What follows belongs to an exercise in optimizing a design on an open flow for small area and a short achievable clock period; a production flow would make more cautious choices.
RTL that was checked went through simulation tests only; none was proved equivalent to the original.

// glyph_top
module glyph_top (
    input            clk,
    input      [7:0] character_generator,
    input      [9:0] x,
    input      [9:0] y,
    input      [9:0] base_x,
    input      [9:0] base_y,
    output reg       pixel
);
==> flow/config.mk <==
export PLATFORM = sky130hd
export DESIGN_NAME = glyph_top
export DESIGN_NICKNAME = glyph_top
export VERILOG_FILES = /design/flow/design.v
export SDC_FILE = /design/flow/constraint.sdc
export NUM_CORES = 4
export LEC_CHECK = 0
export ABC_AREA = 1
export CAP_MARGIN = 20
export CORE_MARGIN = 2
export CORE_UTILIZATION = 40
export CTS_CLUSTER_DIAMETER = 500
export CTS_CLUSTER_SIZE = 64
export SLEW_MARGIN = 20
==> flow/constraint.sdc <==
create_clock -name core_clock -period 80.0 [get_ports {clk}]
set_input_delay 16.0000 -clock core_clock [delete_from_list [all_inputs] [get_ports {clk}]]
set_output_delay 16.0000 -clock core_clock [all_outputs]
set_load 0.01 [all_outputs]
standard.sh (not shown) runs the stock make flow with config.mk's settings and CLKGATE_MAP_FILE= SYNTH_SCRIPT=/design/flow/synth_recipe.tcl, a recipe that flattens the netlist after the stock synthesis.
==> flow/flow/run.sh <==
#!/bin/bash
set -e
export BUFFER_PORTS_ARGS="-buffer_cell sky130_fd_sc_hd__buf_1"
bash standard.sh > standard.log 2>&1
The starting point produced a clean layout.
Then changed:
--- a/flow/config.mk
+++ b/flow/config.mk
@@ -10,5 +10,3 @@
 export CORE_MARGIN = 2
 export CORE_UTILIZATION = 40
-export CTS_CLUSTER_DIAMETER = 500
-export CTS_CLUSTER_SIZE = 64
 export SLEW_MARGIN = 20
After rerunning: Wire length stays the same. Final area stays the same. Final cell count stays the same. Worst hold slack does not change.
Then changed:
==> flow/run.sh (new file) <==
#!/bin/bash
# synth_recipe.tcl (not shown) runs the flow's synth.tcl, then flattens the netlist and writes it again
# the make line also repeats each setting of config.mk as NAME=value (left out here)
make -C /OpenROAD-flow-scripts/flow DESIGN_CONFIG=/design/flow/config.mk WORK_HOME=/design/flow/orfs CLKGATE_MAP_FILE= SYNTH_SCRIPT=/design/flow/synth_recipe.tcl finish
--- a/flow/config.mk
+++ b/flow/config.mk
@@ -6,5 +6,4 @@
 export NUM_CORES = 4
 export LEC_CHECK = 0
-export ABC_AREA = 1
 export CAP_MARGIN = 20
 export CORE_MARGIN = 2
removed: flow/flow/run.sh
removed: flow/standard.sh
What happened: The changed run completed with no timing, DRC or antenna violations; maximum frequency went down by 2.4%; cell count shrinks by 14%; register-to-register slack is worse by 370 ps; cell area came out higher by 9.4%; synthesized cell count drops by 16%; first-iteration DRC count went up by 63%; clock-buffer cell count stays the same; routed wire length climbs by 14%; die area climbs by 3.3%.


Another version of the RTL of glyph_top (not shown whole).
For scale: about 470 cells after synthesis, ~49 flip-flops, about 50 I/O pins, roughly 3600 um2 of cells after synthesis.
==> flow/config.mk <==
export PLATFORM = sky130hd
export DESIGN_NAME = glyph_top
export DESIGN_NICKNAME = glyph_top
export VERILOG_FILES = /design/flow/design.v
export SDC_FILE = /design/flow/constraint.sdc
export NUM_CORES = 4
export LEC_CHECK = 0
export ABC_AREA = 1
export CAP_MARGIN = 20
export CORE_MARGIN = 2
export CORE_UTILIZATION = 40
export SLEW_MARGIN = 20
==> flow/constraint.sdc <==
create_clock -name core_clock -period 80.0 [get_ports {clk}]
set_input_delay 16.0000 -clock core_clock [delete_from_list [all_inputs] [get_ports {clk}]]
set_output_delay 16.0000 -clock core_clock [all_outputs]
set_load 0.01 [all_outputs]
==> flow/flow/run.sh <==
#!/bin/bash
set -e
export BUFFER_PORTS_ARGS="-buffer_cell sky130_fd_sc_hd__buf_1"
export CTS_ARGS="-sink_clustering_enable -repair_clock_nets -dont_use_dummy_load -root_buf sky130_fd_sc_hd__clkbuf_16 -buf_list sky130_fd_sc_hd__clkbuf_16 -sink_clustering_size 64 -sink_clustering_max_diameter 500"
bash standard.sh > standard.log 2>&1
The first run went through all stages and came out clean.
Then changed:
==> flow/flow/run.sh (replaced) <==
#!/bin/bash
set -e
export BUFFER_PORTS_ARGS="-buffer_cell sky130_fd_sc_hd__buf_1"
bash standard.sh > standard.log 2>&1
Effect: Flip-flop and latch count stays the same; register-to-register slack stays flat; cell area went down by 0.69%.
No functional check of the RTL was part of any run of this note.

-- afterwards: timing with drivers on the ports --
No port has a modelled driver above. Below, the same layouts with a new extraction and two added sets of constraints. Step 1, drivers: a clkbuf_16 drives clk and a buf_2 each remaining input, both assumed. Step 2 also shifts input and output timing later by t, the mid clock arrival at the registers, as if the neighbouring blocks saw the same clock. Three values: ideal, step 1, step 2; two values: the first two.
run | shift t [ns] | setup WS [ns] | latest minus earliest clock arrival (ns) | cell pins on the clock port's net
the first run of note 1 | 0.332 | 63.247 / 63.217 / 63.548 | 0.005 / 0.005 | 1
the second run of note 1 | 0.332 | 63.247 / 63.217 / 63.548 | 0.005 / 0.005 | 1
the third run of note 1 | 0.334 | 62.841 / 62.809 / 63.143 | 0.022 / 0.023 | 1
the first run of note 2 | 0.313 | 63.290 / 63.254 / 63.567 | 0.016 / 0.016 | 1
the second run of note 2 | 0.324 | 63.247 / 63.221 / 63.545 | 0.004 / 0.005 | 1
After both steps setup and hold are still met in every run listed.
